What follows belongs to an exercise in optimizing a design on an open flow for small area; a production flow would make more cautious choices. The RTL was checked by simulation tests, not by an equivalence proof against the original design. The clock port is modelled as an ideal driver; clocking choices that lean on that would not hold on a real chip. Power is estimated from default activity; no workload was simulated.

Setup of rev 12:
==> module watch_dp, before the edit <==
module watch_dp (
    input clk,
    input reset,
    input tick,
    input btn_sec,
    input btn_min,
    input btn_hour,
    output reg [6:0] msec,
    output reg [5:0] sec,
    output reg [5:0] min,
    output reg [4:0] hour,
    output sec_p,
    output min_p
);
    wire msec_p = msec[6] & msec[5] & msec[2];                
    assign sec_p = sec[5] & sec[4] & sec[3] & sec[2];         
    assign min_p = min[5] & min[4] & min[3] & min[2];         
    wire hour_w = hour[4] & hour[2] & hour[1] & hour[0];      
    wire i_sec  = msec_p | btn_sec;
    wire i_min  = sec_p | btn_min;
    wire i_hour = min_p | btn_hour;
    wire [5:0] sec_b = sec_p ? 6'd0 : sec;
    wire [5:0] min_b = min_p ? 6'd0 : min;
    always @(posedge clk, posedge reset) begin
        if (reset) begin
            msec <= 0; sec <= 0; min <= 0; hour <= 5'd12;
        end else begin
            if (msec_p)    msec <= 7'd0;
            else if (tick) msec <= msec + 7'd1;
            sec <= i_sec ? sec_b + 6'd1 : sec_b;
            min <= i_min ? min_b + 6'd1 : min_b;
            if (i_hour) hour <= hour_w ? 5'd0 : hour + 5'd1;
        end
    end
endmodule
==> module fnd_controller, before the edit <==
module fnd_controller (
    input [2:0] sel,
    input sw_mode,
    input sw_time_mode,
    input [6:0] s_msec, input [5:0] s_sec, input [5:0] s_min, input [4:0] s_hour,
    input s_sec_p, input s_min_p,
    input [6:0] w_msec, input [5:0] w_sec, input [5:0] w_min, input [4:0] w_hour,
    input w_sec_p, input w_min_p,
    output reg [7:0] fnd_font,
    output reg [3:0] fnd_comm
);
    reg [6:0] v;
    always @(*) begin
        case ({sw_mode, sw_time_mode & ~sel[2], sel[1] & ~sel[2]})
            3'b000: v = s_msec;
            3'b001: v = s_sec_p ? 7'd0 : {1'b0, s_sec};
            3'b010: v = s_min_p ? 7'd0 : {1'b0, s_min};
            3'b011: v = {2'b0, s_hour};
            3'b100: v = w_msec;
            3'b101: v = w_sec_p ? 7'd0 : {1'b0, w_sec};
            3'b110: v = w_min_p ? 7'd0 : {1'b0, w_min};
            default: v = {2'b0, w_hour};
        endcase
    end
    reg [3:0] tens, units;
    integer k;
    always @(*) begin
        tens = 0; units = 0;
        for (k = 6; k >= 0; k = k - 1) begin
            if (tens >= 5) tens = tens + 3;
            if (units >= 5) units = units + 3;
            tens = {tens[2:0], units[3]};
            units = {units[2:0], v[k]};
        end
    end
    wire [3:0] digit = sel[0] ? tens : units;
    wire dot = ~(tens[3] | (tens[2] & (tens[1] | tens[0])));
    always @(*) begin
        case (sel[1:0])
            2'd0: fnd_comm = 4'b1110;
            2'd1: fnd_comm = 4'b1101;
            2'd2: fnd_comm = 4'b1011;
            default: fnd_comm = 4'b0111;
        endcase
    end
    always @(*) begin
        if (sel[2]) begin
            fnd_font = (sel[1:0] == 2'd2 && dot) ? 8'h7f : 8'hff;
        end else begin
            case (digit)
                4'h0: fnd_font = 8'hc0;
                4'h1: fnd_font = 8'hf9;
                4'h2: fnd_font = 8'ha4;
                4'h3: fnd_font = 8'hb0;
                4'h4: fnd_font = 8'h99;
                4'h5: fnd_font = 8'h92;
                4'h6: fnd_font = 8'h82;
                4'h7: fnd_font = 8'hf8;
                4'h8: fnd_font = 8'h80;
                default: fnd_font = 8'h90;
            endcase
        end
    end
endmodule
==> module Top_stopwatch, before the edit <==
module Top_stopwatch (
    input clk,
    input reset,
    input btnL,
    input btnR,
    input btnU,
    input btnD,
    input sw_mode,
    input sw_time_mode,
    output [3:0] led,
    output [3:0] fnd_comm,
    output [7:0] fnd_font
);
    assign led = (sw_mode)? (sw_time_mode)?4'b1000:4'b0100:(sw_time_mode)?4'b0010:4'b0001;
    reg       s;
    reg [4:0] e;
    always @(posedge clk, posedge reset) begin
        if (reset) begin
            s <= 1'b0;
            e <= 5'd0;
        end else begin
            s <= 1'b1;
            e <= e - 5'd1;
        end
    end
    wire [4:0] d = ~e;
    wire smp  = s & (&d[3:0]);
    wire pcyc = ~|d[3:0];
    wire w_btnL, w_btnR, w_btnU, w_btnD;
    btn_debounce U_btn_left  (.clk(clk), .reset(reset), .smp(smp), .pcyc(pcyc), .i_btn(btnL), .o_btn(w_btnL));
    btn_debounce U_btn_right (.clk(clk), .reset(reset), .smp(smp), .pcyc(pcyc), .i_btn(btnR), .o_btn(w_btnR));
    btn_debounce U_btn_up    (.clk(clk), .reset(reset), .smp(smp), .pcyc(pcyc), .i_btn(btnU), .o_btn(w_btnU));
    btn_debounce U_btn_down  (.clk(clk), .reset(reset), .smp(smp), .pcyc(pcyc), .i_btn(btnD), .o_btn(w_btnD));
    wire run, clear;
    stopwatch_cu Stopwatch_CU (.clk(clk), .reset(reset), .mode(sw_mode), .i_btn_run(w_btnL), .i_btn_clear(w_btnR), .o_run(run), .o_clear(clear));
    wire [6:0] s_msec; wire [5:0] s_sec, s_min; wire [4:0] s_hour;
    wire s_sec_p, s_min_p;
    stopwatch_dp Stopwatch_DP (.clk(clk), .reset(reset), .run(run), .clear(clear), .ph(d[0]), .msec(s_msec), .sec(s_sec), .min(s_min), .hour(s_hour),
        .sec_p(s_sec_p), .min_p(s_min_p));
    wire w_btn_sec, w_btn_min, w_btn_hour;
    watch_cu U_Watch_CU (.clk(clk), .reset(reset), .mode(sw_mode), .i_btn_sec(w_btnU), .i_btn_min(w_btnD), .i_btn_hour(w_btnL),
        .o_btn_sec(w_btn_sec), .o_btn_min(w_btn_min), .o_btn_hour(w_btn_hour));
    wire [6:0] w_msec; wire [5:0] w_sec, w_min; wire [4:0] w_hour;
    wire w_sec_p, w_min_p;
    watch_dp Watch_DP (.clk(clk), .reset(reset), .tick(s & d[0]), .btn_sec(w_btn_sec), .btn_min(w_btn_min), .btn_hour(w_btn_hour),
        .msec(w_msec), .sec(w_sec), .min(w_min), .hour(w_hour), .sec_p(w_sec_p), .min_p(w_min_p));
    fnd_controller U_Fnd_Ctrl (.sel({3{s}} & d[4:2]), .sw_mode(sw_mode), .sw_time_mode(sw_time_mode),
        .s_msec(s_msec), .s_sec(s_sec), .s_min(s_min), .s_hour(s_hour), .s_sec_p(s_sec_p), .s_min_p(s_min_p),
        .w_msec(w_msec), .w_sec(w_sec), .w_min(w_min), .w_hour(w_hour), .w_sec_p(w_sec_p), .w_min_p(w_min_p),
        .fnd_font(fnd_font), .fnd_comm(fnd_comm));
endmodule
Settings: LEC_CHECK=0, CAP_MARGIN=20, CORE_MARGIN=2, CORE_UTILIZATION=40, SLEW_MARGIN=20; clock period 15.0 ns.
standard.sh (not shown) runs the stock make flow with config.mk's settings and CLKGATE_MAP_FILE= SYNTH_SCRIPT=/design/flow/synth_recipe.tcl, a recipe that flattens the netlist after the stock synthesis.
==> flow/flow/run.sh <==
#!/bin/bash
# Standard ORFS flow, with two changes:
#  - after the standard synthesis, the combinational logic is re-mapped by ABC
#    for area (registers untouched), see resynth.sh;
#  - the clock is buffered by pre_cts.tcl (a few clkbuf_16, one per group of
#    flip-flops) instead of TritonCTS; port buffers of the smallest buffer.
set -euo pipefail
R=orfs/results/sky130hd/Top_stopwatch/base
bash standard.sh synth > std_synth.log 2>&1
cp $R/1_2_yosys.v std_1_2_yosys.v
bash flow/resynth.sh std_1_2_yosys.v $R/1_2_yosys.v
rm -f $R/1_synth.odb
bash standard.sh synth > synth_odb.log 2>&1
bash standard.sh finish \
  "CTS_ARGS=-sink_clustering_enable -repair_clock_nets -dont_use_dummy_load -buf_list sky130_fd_sc_hd__clkbuf_16" \
  "PRE_CTS_TCL=$PWD/flow/pre_cts.tcl" \
  "BUFFER_PORTS_ARGS=-buffer_cell sky130_fd_sc_hd__buf_1" > finish.log 2>&1
Other scripts of this flow, unchanged in this note and not shown: flow/flow/abc/ds1.abc, flow/flow/abc/ds2.abc, flow/flow/abc/ds3.abc, flow/flow/abc/ds4.abc, flow/flow/abc/ds5.abc, flow/flow/abc/ds6.abc, flow/flow/abc/ds7.abc, flow/flow/abc/ds8.abc, flow/flow/pre_cts.tcl, flow/flow/resynth.sh
## Diff of input files: rev 13 against rev 12
-- flow/design.v --
<<< rev 12, line 121
    output reg [5:0] sec,
    output reg [5:0] min,
    output reg [4:0] hour,
    output sec_p,
    output min_p
);
    wire msec_p = msec[6] & msec[5] & msec[2];                
    assign sec_p = sec[5] & sec[4] & sec[3] & sec[2];         
    assign min_p = min[5] & min[4] & min[3] & min[2];         
    wire hour_w = hour[4] & hour[2] & hour[1] & hour[0];      
    wire i_sec  = msec_p | btn_sec;
    wire i_min  = sec_p | btn_min;
    wire i_hour = min_p | btn_hour;
    wire [5:0] sec_b = sec_p ? 6'd0 : sec;
    wire [5:0] min_b = min_p ? 6'd0 : min;
    always @(posedge clk, posedge reset) begin
        if (reset) begin
            msec <= 0; sec <= 0; min <= 0; hour <= 5'd12;
        end else begin
            if (msec_p)    msec <= 7'd0;
            else if (tick) msec <= msec + 7'd1;
            sec <= i_sec ? sec_b + 6'd1 : sec_b;
            min <= i_min ? min_b + 6'd1 : min_b;
            if (i_hour) hour <= hour_w ? 5'd0 : hour + 5'd1;
        end
>>> rev 13, line 121
    output reg [5:0] sec,
    output reg [5:0] min,
    output reg [4:0] hour
);
    reg tk_sec, tk_min;
    wire msec_p = msec[6] & msec[5] & msec[2];
    wire sec_w  = sec[5] & sec[4] & sec[3] & sec[1] & sec[0];
    wire min_w  = min[5] & min[4] & min[3] & min[1] & min[0];
    wire hour_w = hour[4] & hour[2] & hour[1] & hour[0];
    wire i_sec  = msec_p | btn_sec;
    wire i_min  = tk_sec | btn_min;
    wire i_hour = tk_min | btn_hour;
    always @(posedge clk, posedge reset) begin
        if (reset) begin
            tk_sec <= 1'b0; tk_min <= 1'b0;
            msec <= 0; sec <= 0; min <= 0; hour <= 5'd12;
        end else begin
            tk_sec  <= i_sec & sec_w;
            tk_min  <= i_min & min_w;
            if (msec_p)    msec <= 7'd0;
            else if (tick) msec <= msec + 7'd1;
            if (i_sec)  sec  <= sec_w  ? 6'd0 : sec + 6'd1;
            if (i_min)  min  <= min_w  ? 6'd0 : min + 6'd1;
            if (i_hour) hour <= hour_w ? 5'd0 : hour + 5'd1;
        end
<<< rev 12, line 153
    input s_sec_p, input s_min_p,
    input [6:0] w_msec, input [5:0] w_sec, input [5:0] w_min, input [4:0] w_hour,
    input w_sec_p, input w_min_p,
    output reg [7:0] fnd_font,
    output reg [3:0] fnd_comm
>>> rev 13, line 153
    input s_sec_p, input s_min_p,
    input [6:0] w_msec, input [5:0] w_sec, input [5:0] w_min, input [4:0] w_hour,
    output reg [7:0] fnd_font,
    output reg [3:0] fnd_comm
<<< rev 12, line 165
            3'b011: v = {2'b0, s_hour};
            3'b100: v = w_msec;
            3'b101: v = w_sec_p ? 7'd0 : {1'b0, w_sec};
            3'b110: v = w_min_p ? 7'd0 : {1'b0, w_min};
            default: v = {2'b0, w_hour};
        endcase
>>> rev 13, line 164
            3'b011: v = {2'b0, s_hour};
            3'b100: v = w_msec;
            3'b101: v = {1'b0, w_sec};
            3'b110: v = {1'b0, w_min};
            default: v = {2'b0, w_hour};
        endcase
<<< rev 12, line 253
        .o_btn_sec(w_btn_sec), .o_btn_min(w_btn_min), .o_btn_hour(w_btn_hour));
    wire [6:0] w_msec; wire [5:0] w_sec, w_min; wire [4:0] w_hour;
    wire w_sec_p, w_min_p;
    watch_dp Watch_DP (.clk(clk), .reset(reset), .tick(s & d[0]), .btn_sec(w_btn_sec), .btn_min(w_btn_min), .btn_hour(w_btn_hour),
        .msec(w_msec), .sec(w_sec), .min(w_min), .hour(w_hour), .sec_p(w_sec_p), .min_p(w_min_p));
    fnd_controller U_Fnd_Ctrl (.sel({3{s}} & d[4:2]), .sw_mode(sw_mode), .sw_time_mode(sw_time_mode),
        .s_msec(s_msec), .s_sec(s_sec), .s_min(s_min), .s_hour(s_hour), .s_sec_p(s_sec_p), .s_min_p(s_min_p),
        .w_msec(w_msec), .w_sec(w_sec), .w_min(w_min), .w_hour(w_hour), .w_sec_p(w_sec_p), .w_min_p(w_min_p),
        .fnd_font(fnd_font), .fnd_comm(fnd_comm));
endmodule
>>> rev 13, line 252
        .o_btn_sec(w_btn_sec), .o_btn_min(w_btn_min), .o_btn_hour(w_btn_hour));
    wire [6:0] w_msec; wire [5:0] w_sec, w_min; wire [4:0] w_hour;
    watch_dp Watch_DP (.clk(clk), .reset(reset), .tick(s & d[0]), .btn_sec(w_btn_sec), .btn_min(w_btn_min), .btn_hour(w_btn_hour),
        .msec(w_msec), .sec(w_sec), .min(w_min), .hour(w_hour));
    fnd_controller U_Fnd_Ctrl (.sel({3{s}} & d[4:2]), .sw_mode(sw_mode), .sw_time_mode(sw_time_mode),
        .s_msec(s_msec), .s_sec(s_sec), .s_min(s_min), .s_hour(s_hour), .s_sec_p(s_sec_p), .s_min_p(s_min_p),
        .w_msec(w_msec), .w_sec(w_sec), .w_min(w_min), .w_hour(w_hour),
        .fnd_font(fnd_font), .fnd_comm(fnd_comm));
endmodule
Results
In the metrics for rev 13 and rev 12, the one carrying the lower number of vias in the routed layout is rev 12. Summary: with rev 12 as the reference, final cell area excluding filler cells in rev 13 moved up by a few percent. Leakage power summed over all cells essentially unchanged between rev 13 and rev 12. Mean instance size in the synthesized netlist: rev 13 and rev 12 compared, lower one is rev 12. Per the comparison of rev 13 with rev 12, met3 track demand over resource in global routing now larger; minimum hold slack increased by 0.012 ns relative to the old numbers; number of setup violations in the final report barely changed. Relative to rev 12, the synthesized cell area measured on rev 13 has increased slightly. Of rev 13 and rev 12, the run reporting the higher final worst setup slack was rev 12. Going from rev 12 to rev 13, sequential share of cell area increased by 0.26 points relative to the old numbers; switching share of power increased by 0.51 points relative to the old numbers; total routed wirelength increased by 3.2% relative to the old numbers.

re-timing with driven ports:
In the flow no input, the clock included, has a driving cell. The finished layouts below were timed again as built, in two steps. Step 1: set_driving_cell puts a clkbuf_16 on clk and a buf_2 on each other input, an assumption about the parent block. Step 2 adds t to the input delays and takes it off the output delays; t is the mean of the earliest and latest rising clock arrival at the registers after step 1. Input paths then give back, and output paths get back, about the clock's delay inside the block. a / b / c = ideal / step 1 / step 2; a / b = the first two.
run	t, ns	slack for setup (ns)	cell pins on the clock port's net
rev 12	0.223	4.557 / 4.537 / 4.537	3
rev 13	0.226	4.326 / 4.301 / 4.301	3
After both steps setup and hold are still met in every run listed. The setup slack of rev 13, which loses most, moves by -0.025 ns with the drivers and by -0.025 ns with both steps.
